This design comes from an exercise in tuning for small area and a short achievable clock period on the open sky130 flow, not from production work. The RTL was checked by simulation tests, not by an equivalence proof against the original design. Power and IR drop assume default switching activity.

===== flow/config.mk =====
export PLATFORM = sky130hd
export DESIGN_NAME = mips
export DESIGN_NICKNAME = mips
export VERILOG_FILES = /design/flow/design.v
export SDC_FILE = /design/flow/constraint.sdc
export NUM_CORES = 4
export LEC_CHECK = 0
export CAP_MARGIN = 20
export CORE_MARGIN = 2
export CORE_UTILIZATION = 45
export CTS_CLUSTER_DIAMETER = 80
export CTS_CLUSTER_SIZE = 25
export PLACE_DENSITY = 0.75
export SETUP_SLACK_MARGIN = 4.15
export SLEW_MARGIN = 20
export SYNTH_HIERARCHICAL = 1

===== flow/constraint.sdc =====
create_clock -name core_clock -period 7.0 [get_ports {clk}]
set_input_delay 1.4000 -clock core_clock [delete_from_list [all_inputs] [get_ports {clk}]]
set_output_delay 1.4000 -clock core_clock [all_outputs]
set_load 0.01 [all_outputs]

===== flow/design.v =====
module mips (
    input             clk,
    input             rst,
    output     [ 7:0] imem_addr,
    input      [31:0] imem_data,
    output     [31:0] ret,
    output            st_en,
    output     [ 7:0] st_addr,
    output     [31:0] st_data
);
    localparam NOOP = 8'h0;
    localparam LOAD = 8'h1;
    localparam LDNM = 8'h2;
    localparam STR  = 8'h3;
    localparam ADD  = 8'h4;
    localparam SUB  = 8'h5;
    localparam XOR  = 8'h6;
    localparam AND  = 8'h7;
    localparam JMP  = 8'h8;
    localparam JMP0 = 8'h9;
    localparam PUSH = 8'hA;
    localparam POP  = 8'hB;
    integer i;
    reg  [ 7:0] pc;
    reg  [31:0] rf    [0:12];
    reg  [11:0] rf_v;
    reg  [31:0] mem   [0:31];
    reg  [31:0] mem_v;
    reg  [31:0] stk   [0:31];
    reg  [31:0] stk_v;
    reg  [31:0] sp_oh;     
    reg         d_str, d_arith, d_sub, d_xor, d_and, d_jmp, d_jmp0, d_push, d_pop;
    reg  [ 7:0] d_dest;
    reg  [12:0] d_we;      
    reg         d_wr;      
    reg  [31:0] op1;       
    reg  [31:0] op2;       
    reg  [31:0] op2w;      
    reg  [31:0] st_d;      
    reg  [31:0] m_sel;     
    reg         m_i3;      
    reg         m_if;      
    reg  [31:0] s_sel;     
    reg  [ 7:0] d_imm;     
    wire [31:0] p, g, cy;    
    mips_add u_add (.a(op1), .b(op2), .cin(d_sub), .p(p), .g(g), .c(cy));
    reg  [31:0] ld;
    always @* begin
        ld = {24'h0, d_imm};
        for (i = 0; i < 32; i = i + 1)
            ld = ld | (mem[i] & {32{m_sel[i]}}) | (stk[i] & {32{s_sel[i]}});
        ld[1:0] = ld[1:0] | {2{m_i3 | m_if}};
        ld[3:2] = ld[3:2] | {2{m_if}};
    end
    wire [31:0] other = (d_xor ? p : 32'h0) | (d_and ? g : 32'h0) | ld;
    wire [31:0] wd0   = d_arith ?  p : other;
    wire [31:0] wd1   = d_arith ? ~p : other;
    wire [31:0] wd    = (cy & wd1) | (~cy & wd0);
    always @(posedge clk) begin
        for (i = 0; i < 12; i = i + 1)
            if (d_we[i]) rf[i] <= wd;
        if (rst)           rf[12] <= 32'h0;
        else if (d_we[12]) rf[12] <= wd;
        rf_v <= rst ? 12'h0 : (rf_v | d_we[11:0]);
    end
    wire [31:0] m_we = (d_str && d_dest[7:5] == 3'b000) ? (32'h1 << d_dest[4:0]) : 32'h0;
    wire [31:0] mem_v_nx = mem_v | m_we;
    always @(posedge clk) begin
        for (i = 0; i < 32; i = i + 1)
            if (m_we[i]) mem[i] <= op2w;
        mem_v <= rst ? 32'h0 : mem_v_nx;
    end
    wire [31:0] s_we     = d_push ? sp_oh : 32'h0;
    wire [31:0] stk_v_nx = stk_v | s_we;
    wire [31:0] sp_oh_nx = d_push ? {sp_oh[30:0], sp_oh[31]} :
                           d_pop  ? {sp_oh[0], sp_oh[31:1]}  : sp_oh;
    always @(posedge clk) begin
        for (i = 0; i < 32; i = i + 1)
            if (s_we[i]) stk[i] <= op2w;
        stk_v <= rst ? 32'h0 : stk_v_nx;
        sp_oh <= rst ? 32'h1 : sp_oh_nx;
    end
    wire take = d_jmp | (d_jmp0 & (|op2w));
    always @(posedge clk) begin
        if (rst)       pc <= 8'h0;
        else if (take) pc <= d_dest;
        else           pc <= pc + 8'd1;
    end
    wire [7:0] f_op   = imem_data[31:24];
    wire [7:0] f_dest = imem_data[23:16];
    wire [7:0] f_src1 = imem_data[15:8];
    wire [7:0] f_src2 = imem_data[7:0];
    wire f_load = (f_op == LOAD);
    wire f_ldnm = (f_op == LDNM);
    wire f_sub  = (f_op == SUB);
    wire f_pop  = (f_op == POP);
    wire f_wr   = f_load | f_ldnm | (f_op == ADD) | f_sub | (f_op == XOR) |
                  (f_op == AND) | f_pop;
    reg [12:0] f_sel1, f_sel2, f_we;
    reg [31:0] f_rd1, f_rd2;
    always @* begin
        for (i = 0; i < 13; i = i + 1) begin
            f_sel1[i] = (f_src1 == i);
            f_sel2[i] = (f_src2 == i);
            f_we[i]   = (f_dest == i) & f_wr;
        end
        f_rd1 = 32'h0;
        f_rd2 = 32'h0;
        for (i = 0; i < 13; i = i + 1) begin
            f_rd1 = f_rd1 | (rf[i] & {32{f_sel1[i] & ((i == 12) | rf_v[i % 12])}});
            f_rd2 = f_rd2 | (rf[i] & {32{f_sel2[i] & ((i == 12) | rf_v[i % 12])}});
        end
    end
    wire        f_fw1 = d_wr & (f_src1 == d_dest);
    wire        f_fw2 = d_wr & (f_src2 == d_dest);
    wire [31:0] f_sx  = {32{f_sub}};
    wire [31:0] f_mhit = (32'h1 << f_src2[4:0]) & {32{f_load && f_src2[7:5] == 3'b000}};
    wire [31:0] f_stop = {sp_oh_nx[0], sp_oh_nx[31:1]};
    always @(posedge clk) begin
        op1  <= f_fw1 ? wd : f_rd1;
        op2  <= f_fw2 ? (wd ^ f_sx) : (f_rd2 ^ f_sx);
        op2w <= f_fw2 ? wd : f_rd2;
        d_dest <= f_dest;
        if (rst) begin
            d_str  <= 1'b0; d_arith <= 1'b0; d_sub  <= 1'b0; d_xor  <= 1'b0;
            d_and  <= 1'b0; d_jmp   <= 1'b0; d_jmp0 <= 1'b0; d_push <= 1'b0;
            d_pop  <= 1'b0;
            d_we   <= 13'h0;
            d_wr   <= 1'b0;
            st_d   <= 32'h0;
            m_sel  <= 32'h0;
            m_i3   <= 1'b0;
            m_if   <= 1'b0;
            s_sel  <= 32'h0;
            d_imm  <= 8'h0;
        end else begin
            d_str   <= (f_op == STR);
            d_arith <= (f_op == ADD) | f_sub;
            d_sub   <= f_sub;
            d_xor   <= (f_op == XOR);
            d_and   <= (f_op == AND);
            d_jmp   <= (f_op == JMP);
            d_jmp0  <= (f_op == JMP0);
            d_push  <= (f_op == PUSH);
            d_pop   <= f_pop;
            d_we    <= f_we;
            d_wr    <= |f_we;
            st_d    <= (f_op == STR) ? (f_fw2 ? wd : f_rd2) : 32'h0;
            m_sel   <= f_mhit & mem_v_nx;
            m_i3    <= f_mhit[2] & ~mem_v_nx[2];
            m_if    <= (f_mhit[0] & ~mem_v_nx[0]) | (f_mhit[3] & ~mem_v_nx[3]);
            s_sel   <= f_stop & stk_v_nx & {32{f_pop}};
            d_imm   <= f_ldnm ? f_src2 : 8'h0;
        end
    end
    assign imem_addr = pc;
    assign ret       = rf[12];
    assign st_en     = d_str;
    assign st_addr   = d_dest;
    assign st_data   = st_d;
endmodule
module mips_add (
    input  [31:0] a,
    input  [31:0] b,
    input         cin,
    output [31:0] p,
    output [31:0] g,
    output [31:0] c       
);
    mips_xor32 u_p (.a(a), .b(b), .y(p));
    mips_and32 u_g (.a(a), .b(b), .y(g));
    wire [31:0] g0 = {g[31:1], g[0] | (p[0] & cin)};
    wire [31:0] ng1, np1, g2, p2, ng3, np3, g4, p4, ng5, np5;
    mips_pfx_pn #(1)  l1 (.gi(g0),  .pi(p),   .go(ng1), .po(np1));
    mips_pfx_np #(2)  l2 (.gi(ng1), .pi(np1), .go(g2),  .po(p2));
    mips_pfx_pn #(4)  l3 (.gi(g2),  .pi(p2),  .go(ng3), .po(np3));
    mips_pfx_np #(8)  l4 (.gi(ng3), .pi(np3), .go(g4),  .po(p4));
    mips_pfx_pn #(16) l5 (.gi(g4),  .pi(p4),  .go(ng5), .po(np5));
    assign c = {~ng5[30:0], cin};
endmodule
module mips_pfx_pn #(parameter D = 1) (
    input  [31:0] gi,
    input  [31:0] pi,
    output [31:0] go,
    output [31:0] po
);
    genvar i;
    generate
        for (i = 0; i < 32; i = i + 1) begin : b
            if (i >= D) begin : m
                assign go[i] = ~(gi[i] | (pi[i] & gi[i-D]));
                assign po[i] = ~(pi[i] & pi[i-D]);
            end else begin : w
                assign go[i] = ~gi[i];
                assign po[i] = ~pi[i];
            end
        end
    endgenerate
endmodule
module mips_pfx_np #(parameter D = 1) (
    input  [31:0] gi,
    input  [31:0] pi,
    output [31:0] go,
    output [31:0] po
);
    genvar i;
    generate
        for (i = 0; i < 32; i = i + 1) begin : b
            if (i >= D) begin : m
                assign go[i] = ~(gi[i] & (pi[i] | gi[i-D]));
                assign po[i] = ~(pi[i] | pi[i-D]);
            end else begin : w
                assign go[i] = ~gi[i];
                assign po[i] = ~pi[i];
            end
        end
    endgenerate
endmodule
module mips_xor32 (input [31:0] a, input [31:0] b, output [31:0] y);
    assign y = a ^ b;
endmodule
module mips_and32 (input [31:0] a, input [31:0] b, output [31:0] y);
    assign y = a & b;
endmodule

===== flow/run.sh =====
#!/bin/bash
# synth_recipe.tcl (not shown) runs the flow's synth.tcl, then flattens the netlist and writes it again
# the make line also repeats each setting of config.mk as NAME=value (left out here)
make -C /OpenROAD-flow-scripts/flow DESIGN_CONFIG=/design/flow/config.mk WORK_HOME=/design/flow/orfs CLKGATE_MAP_FILE= SYNTH_SCRIPT=/design/flow/synth_recipe.tcl finish

==> results.cfg <==
[routing]
antenna_left = 0
routed_wl_mm = 462.2
viasPerCell = 7.665
via_count = 76014
dr.pass1.iters = 14
avgRoutedWirePerCell_um = 46.61
drc = 0
drt_iter0_drc = 19978

[worst_setup_path]
worst_ep_arrival_time_ns = 3.66
reg2reg_depth = 9
rr_startpoint = m_sel[19]
path_class = register to register
rr_endpoint = rf[8][4]
end_kind = register
path_max_fanout = 9
cp-start-kind = register
required_ns = 7.61
reg2reg_slack_ns = 3.95

[timing]
grt_setup_unrepaired = true
worst_pin_slew_ns = 1.308
fin_worst_skew_ns = 0.06542
slew_headroom = 0.1278
drv_slew = 0
max_freq_mhz = 328.1
hold_violations = 0
fin_crit_sh = 0.4354
worst_slack_ns = 3.952
min_period_ns = 3.048
setup_violations = 0
totalNegativeSetupSlack_ns = 0

[worst_hold_path]
whs_endpoint = m_i3
hold_start = mem_v[2]
hold_class = register to register
min_path_cells = 1

[yosys]
synth_fp_nets = 6343
syn_inst = 6308
synth_warnings = 10
syn_avg_cell_area_sq_um = 16.44
netlist_area_sq_um = 103700

[clock_network]
cts_buffers = 141
cts_tree = built
clkTransAtPathRegs_ns = 0.10
clock_sinks = 2813
ctsRootBufferMaster = clkbuf_16
clockBufferDepth = 3
postCtsHoldBufs = 0
clock_latency_ns = 0.90
cts_max_level = 4

[power_and_ir_drop]
totalPowerFinal_w = 0.02747
leakage_nw = 39.44
vdd_ir_drop_max_mv = 0.2695
powerDensity_nw_per_um2 = 228.4

[floorplanning]
core_area_sq_um = 229500
fp.dieArea_sq_um = 234200
initial_utilization = 0.4518
die_h_um = 484.0
die_w_um = 484.0
ios = 115
row_count = 176

[grt]
overflow = 0
grt_antenna_before_repair = 33
grt_pass1_wl_mm = 594.5
grt_pass1_vias = 67808
grt_use_total = 0.3765
grt_max_degree = 110

[flow_run]
cap_violations = 0

[finish]
fill_cells = 17914
nNetsFinal = 6815
drive_above_1_share = 0.2167
area_delta_synth_final_pct = 16.01

[place]
dp_hpwl_mm = 253.1
pre_cts_ws_ns = 2.232
io_buffers = 114
place.gp.congestion = 1.038

[outcome]
run_status = no timing/DRC/antenna violations
## layer usage
metal	global-route usage	vias up	wire length [um]	part of all wire
met4	0.2589	36	44210	0.096
met1	0.4597	36773	140100	0.30
met5	0.002858	-	870	0.0019
met2	0.5200	9842	182100	0.39
li1	-	26721	-	-
met3	0.1868	2642	94940	0.21
## what timing repair did
| item | in CTS | in global routing |
|---|---|---|
| cloned | 7 | 10 |
| gates resized for setup | 889 | 265 |
| buffers inserted | 154 | 119 |
| pin swaps | 71 | 66 |
| setup endpoints to repair | 1642 | 808 |
## flip-flops by register name, summed over array words and instances (netlist names), 8 cells and up
register and count:
stk 1024, mem_v 32, d_we 13, pc 8
d_dest 8, op1 32, rf_v 12, st_d 32
rf 416, m_sel 32, stk_v 32, mem 1024
d_imm 8, sp_oh 32, s_sel 32, op2 32
op2w 32
## worst max-delay path, stage by stage (launching register included)
cell        delay (ns)
dfxtp_4           0.37
buf_16            0.17
a22o_4            0.31
a221oi_4          0.23
nand4_1           0.41
or4_4             0.63
o21ai_4           0.16
buf_12            0.17
clkinvlp_4        0.14
buf_6             0.16
## power by group
| part | internal [W] | leakage (nW) | switching, W |
|---|---|---|---|
| Sequential | 0.0179 | 25.9 | 0.00000662 |
| Clock | 0.00394 | 2.07 | 0.00550 |
| Combinational | 0.0000488 | 11.4 | 0.0000990 |
## how the worst max path moves through the flow
stage                     endpoint  depth (start not counted)  slack (ns)          from
after floorplan            op2[21]                         10        3.92  imem_data[0]
after global placement     op2[15]                          9        2.11  imem_data[7]
after detailed placement   op2[15]                          9        2.23  imem_data[7]
after CTS                  op2[21]                         13        4.08        op2[4]
after global routing      rf[5][4]                          9        4.03     s_sel[29]
final                     rf[8][4]                          9        3.95     m_sel[19]
## placed cells by master, fill, tap and decap left out, drive strengths merged, types with 72 or more instances in the layout
master     n
and2      81
edfxtp  2432
o21ai     78
nand2     79
nor2     413
nand3    134
inv      116
a21oi    115
a22oi    829
a22o     240
buf      648
a222oi    94
dfxtp    381
nor4      79
clkbuf   189
nand4    193
and3      72
a221oi   267
## stage by stage
stage	hold WS, ns	std cells	util	area, sq um
4_1_cts	0.4456	9754	0.5134	117800
2_1_floorplan	0.4004	6308	-	104300
5_1_grt	0.4856	9887	0.5238	120200
3_5_place_dp	0.4327	9373	0.4801	110200
6_report	0.4550	9917	0.5241	120300
3_3_place_gp	0.4097	9371	0.4798	110100
## final cells by class
| class | instances | area, sq um | area share |
|---|---|---|---|
| Sequential cell | 2813 | 81240 | 0.6755 |
| Multi-Input combinational cell | 3031 | 23340 | 0.1941 |
| Timing Repair Buffer | 693 | 7151 | 0.05946 |
| Tap cell | 3026 | 3786 | 0.03148 |
| Clock buffer | 176 | 3706 | 0.03081 |
| Clock inverter | 44 | 558.0 | 0.004640 |
| Inverter | 99 | 392.9 | 0.003267 |
| Antenna cell | 34 | 85.08 | 0.0007074 |
| Timing Repair inverter | 1 | 5.005 | 0.00004161 |

==> what the ideal ports hide <==
In the flow no input, the clock included, has a driving cell. The finished layout below was timed again as built, in two steps. Step 1 sets driving cells, clkbuf_16 on the clock port and buf_2 on the other inputs (assumed; they add their load-dependent delay and slew). Step 2 times the ports against the registers' clock, not the clock port: input delays grow and output delays shrink by t, the midpoint of the rising clock arrivals with the driver on. a / b / c = no drivers / after step 1 / after step 2; a / b = the first two.
t, ns: 0.964
slack for setup (ns): 3.952 / 3.952 / 3.198
worst data-port slew with drivers (ns): 0.07
After both steps this run still meets setup and hold. The setup slack of this run moves by 0.000 ns with the drivers and by -0.754 ns with both steps.
